Context: an optimization exercise on an open-source flow, tuned for small area, a short achievable clock period and few clock cycles. The choices shown serve that exercise and are no tape-out recipe. RTL that was checked went through simulation tests only; none was proved equivalent to the original.

Setup of epsilon:
## alu
module alu #(
    parameter INST_W = 4,
    parameter INT_W  = 6,
    parameter FRAC_W = 10,
    parameter DATA_W = INT_W + FRAC_W
)(
    input                      i_clk,
    input                      i_rst_n,
    input                      i_in_valid,
    output                     o_busy,
    input         [INST_W-1:0] i_inst,
    input  signed [DATA_W-1:0] i_data_a,
    input  signed [DATA_W-1:0] i_data_b,
    output                     o_out_valid,
    output        [DATA_W-1:0] o_data
);
reg        v0;
reg [3:0]  op0;
reg [15:0] a0, b0;
reg        busy_r;
always @(posedge i_clk) begin
    op0 <= i_inst;
    b0  <= i_data_b;
    if (!busy_r) a0 <= i_data_a;
end
reg        s1_res;       
reg        s1_mac;       
reg        s1_sin;       
reg        s1_neg;       
reg  [2:0] row_cnt;      
reg  [3:0] t_cnt;        
reg        out_valid_r;
wire s0_res  = v0 && (op0 != 4'b1001);
wire s0_row  = v0 && (op0 == 4'b1001);
wire s0_last = s0_row && (row_cnt == 3'd7);
wire rows7   = s0_row ? (row_cnt == 3'd6) : (row_cnt == 3'd7);
wire mac0    = s0_res && (op0 == 4'b0010);
always @(posedge i_clk or negedge i_rst_n) begin
    if (!i_rst_n) begin
        v0          <= 1'b0;
        s1_res      <= 1'b0;
        s1_mac      <= 1'b0;
  ...
Size in the first run: ~250 flip-flops.
==> flow/config.mk <==
export PLATFORM = sky130hd
export DESIGN_NAME = alu
export DESIGN_NICKNAME = alu
export VERILOG_FILES = /design/flow/design.v
export SDC_FILE = /design/flow/constraint.sdc
export NUM_CORES = 4
export LEC_CHECK = 0
export ABC_AREA = 1
export CAP_MARGIN = 20
export CORE_MARGIN = 2
export CORE_UTILIZATION = 40
export SLEW_MARGIN = 20
==> flow/constraint.sdc <==
create_clock -name core_clock -period 27.0 [get_ports {i_clk}]
set_input_delay 5.4000 -clock core_clock [delete_from_list [all_inputs] [get_ports {i_clk}]]
set_output_delay 5.4000 -clock core_clock [all_outputs]
set_load 0.01 [all_outputs]
standard.sh (not shown) runs the stock make flow with config.mk's settings and CLKGATE_MAP_FILE= SYNTH_SCRIPT=/design/flow/synth_recipe.tcl, a recipe that flattens the netlist after the stock synthesis.
==> flow/flow/run.sh <==
#!/bin/bash
# The standard layout, with faster port buffers and timing repair aimed
# at a shorter period than the design's (the SDC itself is unchanged).
set -euo pipefail
bash standard.sh \
  BUFFER_PORTS_ARGS="-buffer_cell sky130_fd_sc_hd__buf_4" \
  SETUP_SLACK_MARGIN=20.5 \
  finish > standard.log 2>&1
Testbench counts of epsilon, summed over its fixed seeds: cycles 3,586.
#### Input delta (delta over epsilon)
--- a/flow/design.v
+++ b/flow/design.v
@@ -517,31 +517,27 @@
 wire pc_w15 = pc_w2 ^ pc_w4 ^ pc_w6;
 wire pc_w16 = (pc_w2 & pc_w4) | (pc_w2 & pc_w6) | (pc_w4 & pc_w6);
 wire pc_w17 = pc_w12 ^ pc_w14 ^ pc_w15;
 wire pc_w18 = (pc_w12 & pc_w14) | (pc_w12 & pc_w15) | (pc_w14 & pc_w15);
 wire pc_w19 = pc_w17 ^ pc_w8 ^ pc_w10;
 wire pc_w20 = (pc_w17 & pc_w8) | (pc_w17 & pc_w10) | (pc_w8 & pc_w10);
 wire pc_w21 = pc_w20 ^ pc_w18 ^ pc_w16;
 wire pc_w22 = (pc_w20 & pc_w18) | (pc_w20 & pc_w16) | (pc_w18 & pc_w16);
 wire [4:0] pc_x = {1'b0, pc_w22, pc_w21, pc_w19, pc_w11};
 wire [4:0] pc_y = {1'b0, 1'b0, 1'b0, 1'b0, pc_w13};
-wire [4:0]  zeros   = pc_x + pc_y;
+wire [4:0] zeros = pc_x + pc_y;
 wire        is_lrcw = (op0 == 4'b0101);
-wire [15:0] rt_src  = is_lrcw ? b0 : a0;
-wire [3:0]  rt_amt  = is_lrcw ? zeros[3:0] : b0[3:0];
-wire [31:0] rt_w    = {rt_src, rt_src} >> rt_amt;
-reg  [15:0] lr_mask;
-integer j;
-always @(*) begin
-    for (j = 0; j < 16; j = j + 1) lr_mask[j] = is_lrcw && ({1'b0, zeros} < 6'd16 - j[5:0]);
-end
-wire [15:0] fs_r    = rt_w[15:0] ^ lr_mask;
+wire [15:0] fs_hi   = is_lrcw ? b0 : a0;
+wire [15:0] fs_lo   = is_lrcw ? ~b0 : a0;
+wire [4:0]  fs_sh   = is_lrcw ? zeros : {1'b0, b0[3:0]};
+wire [31:0] fs_w    = {fs_hi, fs_lo} >> fs_sh;
+wire [15:0] fs_r    = fs_w[15:0];
 reg  [4:0] clz;
 integer k;
 always @(*) begin
     clz = 5'd16;
     for (k = 0; k < 16; k = k + 1) if (a0[k]) clz = 5'd15 - k[4:0];
 end
 wire [15:0] clz_r = {11'd0, clz};
 reg  [15:0] rm_r;
 integer n;
 always @(*) begin
==> comparison <==
- Core box area is lower on epsilon
- Between epsilon and delta, the difference in overall fraction of global-route tracks in use is negligible.
- Diff epsilon and delta: non-clock inverter count in the final layout lower in delta
- Compared with epsilon, delta instantiates a larger number of standard cells.
- delta ends up with a clock skew that is 0.013 ns lower than in epsilon.
- Diff epsilon -> delta: final weighted congestion in routability-driven placement went down 0.018, count of clock-buffer cells in the layout went up, number of antenna violations at the first check in global routing now smaller, sequential share of layout area now smaller.
- epsilon fits on a die that is smaller than the die of delta.
Only the layout flow was run in delta; the RTL was not checked for function there.

==> static timing again, ports no longer ideal <==
No port has a modelled driver above. Below, the same layouts with a new extraction and two added sets of constraints. Step 1 assumes that a clkbuf_16 drives the clock port and a buf_2 every other input. Step 2 times the ports against the registers' clock, not the clock port: input delays grow and output delays shrink by t, the midpoint of the rising clock arrivals with the driver on. a / b / c = no drivers / after step 1 / after step 2; a / b = the first two.
| run | shift t [ns] | setup WS [ns] | worst register clock-pin slew, ns | worst data-port slew with drivers (ns) |
|---|---|---|---|---|
| epsilon | 0.645 | 20.470 / 20.407 / 20.742 | 0.07 / 0.07 | 0.06 |
| delta | 0.651 | 20.458 / 20.389 / 20.750 | 0.07 / 0.07 | 0.05 |
After both steps every run listed still meets setup and hold.
